What follows belongs to an exercise in optimizing a design on an open flow for small area and a short achievable clock period; a production flow would make more cautious choices.
Where RTL was checked, it was by simulation tests only, not by an equivalence proof against the original.

==> run a: inputs <==
Design pipeline, start of the top module:
module pipeline(
		input wire clk,
		input wire rst,
		output wire [6:0] imem_addr,
		input wire [31:0] imem_data,
		output wire [6:0] dmem_addr,
		output wire [31:0] dmem_wdata,
		output wire dmem_we,
		input wire [31:0] dmem_rdata,
		output wire [1023:0] registros
		);
	reg [6:0]  pc;
	reg [5:0]  ir_op;        
	reg [25:0] ir_lo;        
	wire [31:0] ir = {ir_op, ir_lo};
	reg        ena_id;       
	reg [31:0] a_ex;         
	reg [31:0] b_ex;         
	reg [31:0] d2_ex;        
	reg [4:0]  dst_ex;
	reg        rt0_ex;       
	reg        cin_ex;       
	reg        f_sum_ex, f_and_ex, f_or_ex, f_xor_ex, f_nor_ex, f_slt_ex;
	reg        mem_write_ex, reg_write_ex, mem_to_reg_ex;
	reg [6:0]  alu_m_lo;
	reg [31:7] alu_m_hi;
	wire [31:0] alu_m = {alu_m_hi, alu_m_lo};
	reg [31:0] d2_m;
	reg [4:0]  dst_m;
	reg        mem_write_m, reg_write_m, mem_to_reg_m;
	reg [31:0] wd_wb;
	reg [4:0]  dst_wb;
	reg        reg_write_wb;
	reg [1023:0] rf;
	assign registros = rf;
	wire [5:0] op = ir[31:26];
	wire [4:0] rs = ir[25:21];
	wire [4:0] rt = ir[20:16];
	wire [4:0] rd = ir[15:11];
	wire [3:0] ff = ir[3:0];
	wire stop = mem_to_reg_ex & ((rs[0] ~^ rt0_ex) | (rt[0] ~^ rt0_ex));
	wire g = ena_id & ~stop & (op != 6'b111111);
	wire is_load  = op[5] & ~op[4] & ~op[3];
	wire is_store = op[5] & ~op[4] &  op[3];
	wire is_i     = ~op[5] & ~op[4] & op[3];
	wire is_b     = ~op[5] & ~op[4] & ~op[3] & op[2] & ~op[1];
	wire is_r     = (op == 6'b000000);
	wire c_alu_src = is_load | is_store | is_i;
	wire c_aluop0  = is_b | is_i;
	wire c_aluop1  = is_r | is_i;
	wire c_aluop5  = op[3] & ~op[5];
	reg [2:0] oper;
	always @(*) begin
		if (c_aluop5) begin
			case (op[2:0])
				3'b010, 3'b011: oper = 3'b111;  
				3'b100:         oper = 3'b000;  
				3'b101:         oper = 3'b001;  
				3'b110:         oper = 3'b110;  
  ...
Settings: LEC_CHECK=0, CAP_MARGIN=20, CORE_MARGIN=2, CORE_UTILIZATION=30, SLEW_MARGIN=20; clock period 9.0 ns.
run.sh (not shown) runs the stock make flow with config.mk's settings and CLKGATE_MAP_FILE= SYNTH_SCRIPT=/design/flow/synth_recipe.tcl, a recipe that flattens the netlist after the stock synthesis.
==> run b (differences from run a) <==
--- a/flow/design.v
+++ b/flow/design.v
@@ -11,14 +11,20 @@
 		output wire [1023:0] registros
 		);
 	reg [6:0]  pc;
 	reg [5:0]  ir_op;        
 	reg [25:0] ir_lo;        
 	wire [31:0] ir = {ir_op, ir_lo};
 	reg        ena_id;       
+	reg        sq;           
+	reg [31:0] r1_q, r2_q;   
+	reg        xa, ya, za, wa, ka, ra;
+	reg        xb, yb, zb, wb, kb, rb;
+	reg        pm, pw, pk, p1, p2;
+	reg        bothx, anyx;
 	reg [31:0] a_ex;         
 	reg [31:0] b_ex;         
 	reg [31:0] d2_ex;        
 	reg [4:0]  dst_ex;
 	reg        rt0_ex;       
 	reg        cin_ex;       
 	reg        f_sum_ex, f_and_ex, f_or_ex, f_xor_ex, f_nor_ex, f_slt_ex;
@@ -30,14 +36,15 @@
 	reg [4:0]  dst_m;
 	reg        mem_write_m, reg_write_m, mem_to_reg_m;
 	reg [31:0] wd_wb;
 	reg [4:0]  dst_wb;
 	reg        reg_write_wb;
 	reg [1023:0] rf;
 	assign registros = rf;
+	wire [31:0] rf0 = rf[31:0];
 	wire [5:0] op = ir[31:26];
 	wire [4:0] rs = ir[25:21];
 	wire [4:0] rt = ir[20:16];
 	wire [4:0] rd = ir[15:11];
 	wire [3:0] ff = ir[3:0];
 	wire stop = mem_to_reg_ex & ((rs[0] ~^ rt0_ex) | (rt[0] ~^ rt0_ex));
 	wire g = ena_id & ~stop & (op != 6'b111111);
@@ -65,56 +72,108 @@
 			oper[1] = ~ff[2] | ~c_aluop1;
 			oper[2] = (c_aluop1 & ff[1]) | c_aluop0;
 		end
 	end
 	wire [2:0] oper_g = g ? oper : 3'b010;
 	wire alu_src_g = g & c_alu_src;
 	wire inv_g = (oper_g == 3'b110) | (oper_g == 3'b111);
-	wire [31:0] rs_oh = 32'd1 << rs;
-	wire [31:0] rt_oh = 32'd1 << rt;
-	reg  [31:0] r1, r2;
-	integer k;
-	always @(*) begin
-		r1 = 32'd0;
-		r2 = 32'd0;
-		for (k = 0; k < 32; k = k + 1) begin
-			r1 = r1 | (rf[32*k +: 32] & {32{rs_oh[k]}});
-			r2 = r2 | (rt_oh[k] ? rf[32*k +: 32] : 32'd0);
-		end
-	end
 	wire [32:0] sum = {1'b0, a_ex} + {1'b0, b_ex} + {32'd0, cin_ex};
+	wire [31:0] h = a_ex ^ b_ex;
+	wire [31:0] logic_r =
+		  ({32{f_and_ex}} & (a_ex & b_ex))
+		| ({32{f_or_ex}}  & (a_ex | b_ex))
+		| ({32{f_xor_ex}} & h)
+		| ({32{f_nor_ex}} & ~(a_ex | b_ex));
 	wire [31:0] alu =
 		  ({32{f_sum_ex}} & sum[31:0])
-		| ({32{f_and_ex}} & (a_ex & b_ex))
-		| ({32{f_or_ex}}  & (a_ex | b_ex))
-		| ({32{f_xor_ex}} & (a_ex ^ b_ex))
-		| ({32{f_nor_ex}} & ~(a_ex | b_ex))
+		| logic_r
 		| {31'd0, f_slt_ex & sum[32]};
-	wire xa = reg_write_ex & (rs == dst_ex);
-	wire ya = reg_write_m  & (rs == dst_m);
-	wire za = reg_write_wb & (rs == dst_wb);
-	wire xb = reg_write_ex & (rt == dst_ex);
-	wire yb = reg_write_m  & (rt == dst_m);
-	wire zb = reg_write_wb & (rt == dst_wb);
-	wire [31:0] d1 = xa ? alu : ya ? alu_m : za ? wd_wb : r1;
-	wire [31:0] d2 = xb ? alu : yb ? alu_m : zb ? wd_wb : r2;
-	wire eq = (d1 == d2);
+	wire [31:0] e1 = ({32{ya}} & alu_m) | ({32{wa}} & wd_wb) | ({32{ka}} & rf0) | ({32{ra}} & r1_q);
+	wire [31:0] e2 = ({32{yb}} & alu_m) | ({32{wb}} & wd_wb) | ({32{kb}} & rf0) | ({32{rb}} & r2_q);
+	wire [31:0] d1 = xa ? alu : e1;
+	wire [31:0] d2 = xb ? alu : e2;
+	wire [31:0] partner = ({32{pm}} & alu_m) | ({32{pw}} & wd_wb) | ({32{pk}} & rf0)
+		| ({32{p1}} & r1_q) | ({32{p2}} & r2_q);
+	wire [31:0] ab_and = a_ex & b_ex;
+	wire [31:0] ab_or = a_ex | b_ex;
+	wire [31:0] u = h ^ {ab_and[30:0], cin_ex};
+	wire [31:0] v = h ^ {ab_or[30:0], cin_ex};
+	wire [31:0] p_lo = {partner[30:0], 1'b0};
+	wire [31:0] ok = ~((p_lo & (partner ^ u)) | (~p_lo & (partner ^ v)));
+	wire eq_sum = &ok;
+	wire eq_logic = (logic_r == partner);
+	wire eq_slt = (partner[31:1] == 31'd0) & (partner[0] == sum[32]);
+	wire eq_alu = f_sum_ex ? eq_sum : f_slt_ex ? eq_slt : eq_logic;
+	wire eq_early = (e1 == e2);
+	wire eq = bothx | (anyx ? eq_alu : eq_early);
 	wire is_beq = (op == 6'b000100);
 	wire is_bne = (op == 6'b000101);
 	wire is_j   = (op == 6'b000010);
 	wire taken = is_j | (is_beq & eq) | (is_bne & ~eq);
 	wire [6:0] pc_inc = pc + 7'd1;
 	wire [6:0] branch_pc = is_j ? ir[6:0] : pc_inc + ir[6:0];
 	wire [31:0] sext = {{16{ir[15]}}, ir[15:0]};
 	wire [31:0] b_sel = alu_src_g ? sext : d2;
+	wire [4:0] ns = imem_data[25:21];
+	wire [4:0] nt = imem_data[20:16];
+	wire [31:0] we_wb = {31'd0, reg_write_wb} << dst_wb;
+	wire [31:0] rs_sel = (32'd1 << ns) & ~we_wb & {32{~stop}};
+	wire [31:0] rt_sel = (32'd1 << nt) & ~we_wb & {32{~stop}};
+	wire bp1 = ~stop & reg_write_wb & (dst_wb == ns);
+	wire bp2 = ~stop & reg_write_wb & (dst_wb == nt);
+	reg  [31:0] r1, r2;
+	integer k;
+	always @(*) begin
+		r1 = ({32{bp1}} & wd_wb) | ({32{stop}} & d1);
+		r2 = ({32{bp2}} & wd_wb) | ({32{stop}} & d2);
+		for (k = 0; k < 32; k = k + 1) begin
+			r1 = r1 | (rf[32*k +: 32] & {32{rs_sel[k]}});
+			r2 = r2 | (rf[32*k +: 32] & {32{rt_sel[k]}});
+		end
+	end
+	wire [4:0] dst_id = is_r ? rd : rt;
+	wire rw_id = ena_id & (op != 6'b111111) & (is_load | is_r | is_i);
+	reg nxa, nya, nza, nxb, nyb, nzb, nsq;
+	always @(*) begin
+		if (stop) begin
+			nxa = 1'b0; nya = xa; nza = ya;
+			nxb = 1'b0; nyb = xb; nzb = yb;
+			nsq = sq;
+		end else if (taken) begin
+			nxa = rw_id & (dst_id == 5'd0);
+			nya = reg_write_ex & (dst_ex == 5'd0);
+			nza = reg_write_m & (dst_m == 5'd0);
+			nxb = nxa; nyb = nya; nzb = nza;
+			nsq = 1'b1;
+		end else begin
+			nxa = rw_id & (ns == dst_id);
+			nya = reg_write_ex & (ns == dst_ex);
+			nza = reg_write_m & (ns == dst_m);
+			nxb = rw_id & (nt == dst_id);
+			nyb = reg_write_ex & (nt == dst_ex);
+			nzb = reg_write_m & (nt == dst_m);
+			nsq = 1'b0;
+		end
+	end
+	wire nwa = ~nya & nza;
+	wire nka = ~nya & ~nza & nsq;
+	wire nra = ~nya & ~nza & ~nsq;
+	wire nwb = ~nyb & nzb;
+	wire nkb = ~nyb & ~nzb & nsq;
+	wire nrb = ~nyb & ~nzb & ~nsq;
 	always @(posedge clk or posedge rst) begin
 		if (rst) begin
 			pc <= 7'd0;
 			ir_op <= 6'd0;
 			ena_id <= 1'b0;
+			sq <= 1'b1;
+			xa <= 1'b0; ya <= 1'b0; za <= 1'b0; wa <= 1'b0; ka <= 1'b1; ra <= 1'b0;
+			xb <= 1'b0; yb <= 1'b0; zb <= 1'b0; wb <= 1'b0; kb <= 1'b1; rb <= 1'b0;
+			pm <= 1'b0; pw <= 1'b0; pk <= 1'b1; p1 <= 1'b0; p2 <= 1'b0;
+			bothx <= 1'b0; anyx <= 1'b0;
 			f_sum_ex <= 1'b0; f_and_ex <= 1'b0; f_or_ex <= 1'b0;
 			f_xor_ex <= 1'b0; f_nor_ex <= 1'b0; f_slt_ex <= 1'b0;
 			cin_ex <= 1'b0;
 			mem_write_ex <= 1'b0; reg_write_ex <= 1'b0; mem_to_reg_ex <= 1'b0;
 			d2_ex <= 32'd0;
 			alu_m_lo <= 7'd0;
 			d2_m <= 32'd0;
@@ -122,14 +181,24 @@
 			reg_write_wb <= 1'b0;
 		end else begin
 			if (!stop) begin
 				pc <= taken ? branch_pc : pc_inc;
 				ir_op <= taken ? 6'b111111 : imem_data[31:26];
 				ena_id <= 1'b1;
 			end
+			sq <= nsq;
+			xa <= nxa; ya <= nya; za <= nza; wa <= nwa; ka <= nka; ra <= nra;
+			xb <= nxb; yb <= nyb; zb <= nzb; wb <= nwb; kb <= nkb; rb <= nrb;
+			pm <= nxa ? nyb : nya;
+			pw <= nxa ? nwb : nwa;
+			pk <= nxa ? nkb : nka;
+			p1 <= ~nxa & nra;
+			p2 <= nxa & nrb;
+			bothx <= nxa & nxb;
+			anyx <= nxa | nxb;
 			f_sum_ex <= (oper_g == 3'b010) | (oper_g == 3'b110);
 			f_and_ex <= (oper_g == 3'b000);
 			f_or_ex  <= (oper_g == 3'b001);
 			f_xor_ex <= (oper_g == 3'b100);
 			f_nor_ex <= (oper_g == 3'b101);
 			f_slt_ex <= (oper_g == 3'b111);
 			cin_ex <= inv_g;
@@ -146,24 +215,26 @@
 		end
 	end
 	always @(posedge clk) begin
 		if (!stop) begin
 			ir_lo[25:16] <= taken ? 10'd0 : imem_data[25:16];
 			ir_lo[15:0] <= imem_data[15:0];
 		end
+		r1_q <= r1;
+		r2_q <= r2;
 		a_ex <= d1;
 		b_ex <= inv_g ? ~b_sel : b_sel;
-		dst_ex <= is_r ? rd : rt;
+		dst_ex <= dst_id;
 		rt0_ex <= rt[0];
 		alu_m_hi <= alu[31:7];
 		dst_m <= dst_ex;
 		wd_wb <= mem_to_reg_m ? dmem_rdata : alu_m;
 		dst_wb <= dst_m;
 	end
-	wire [31:0] we_oh = ({31'd0, reg_write_wb} << dst_wb) | {32{rst}};
+	wire [31:0] we_oh = we_wb | {32{rst}};
 	wire [31:0] wdata = wd_wb & {32{~rst}};
 	integer w;
 	always @(posedge clk)
 		for (w = 0; w < 32; w = w + 1)
 			if (we_oh[w]) rf[32*w +: 32] <= wdata;
 	assign imem_addr = pc;
 	assign dmem_addr = alu_m[6:0];
==> flow/flow/run.sh (new file) <==
#!/bin/bash
# The standard layout, except that the input and output ports are
# buffered with the smallest buffer cell (buf_1) instead of the delay cell
# buffer_ports picks on its own. ORFS keeps each step's log under
# orfs/logs/; standard.sh's own output goes to standard_sh.log.
set -euo pipefail
export BUFFER_PORTS_ARGS="-buffer_cell sky130_fd_sc_hd__buf_1"
bash standard.sh > standard_sh.log 2>&1
==> flow/standard.sh (new file) <==
#!/bin/bash
# synth_recipe.tcl (not shown) runs the flow's synth.tcl, then flattens the netlist and writes it again
# the make line also repeats each setting of config.mk as NAME=value (left out here)
make -C /OpenROAD-flow-scripts/flow DESIGN_CONFIG=/design/flow/config.mk WORK_HOME=/design/flow/orfs CLKGATE_MAP_FILE= SYNTH_SCRIPT=/design/flow/synth_recipe.tcl "${@:-finish}"
Settings changed: SETUP_SLACK_MARGIN set to 5.
removed: flow/run.sh
==> notes <==
First-iteration DRC count: run a is lower than run b (about 11%). Between run a and run b, the lower sequential share of layout area is in run a (gap 3.1 points). Of run a and run b, run b has the higher synthesized cell count (gap about 5%, measured against run b). Global-route usage is about the same in run b and run a.
Only the layout flow was run in run a; the RTL was not checked for function there.

## what the ideal ports hide
No port has a modelled driver above. Below, the same layouts with a new extraction and two added sets of constraints. Step 1, drivers: a clkbuf_16 drives clk and a buf_2 each remaining input, both assumed. Step 2 times the ports against the registers' clock, not the clock port: input delays grow and output delays shrink by t, the midpoint of the rising clock arrivals with the driver on. Slacks: ideal ports / drivers / drivers and shift; pairs: ideal ports / drivers.
run | t, ns | setup WS [ns] | hold WS [ns] | worst setup path after step 2 | worst register clock-pin slew, ns
run a | 0.955 | 0.996 / 0.996 / 0.996 | 0.346 / 0.346 / 0.346 | register to register | 0.08 / 0.08
run b | 0.931 | 4.762 / 4.762 / 3.854 | 0.314 / 0.314 / 0.314 | input to register | 0.08 / 0.08
After both steps every run listed still meets setup and hold. For run b, which loses most, drivers alone change the setup slack by 0.000 ns; drivers and shift together by -0.908 ns.
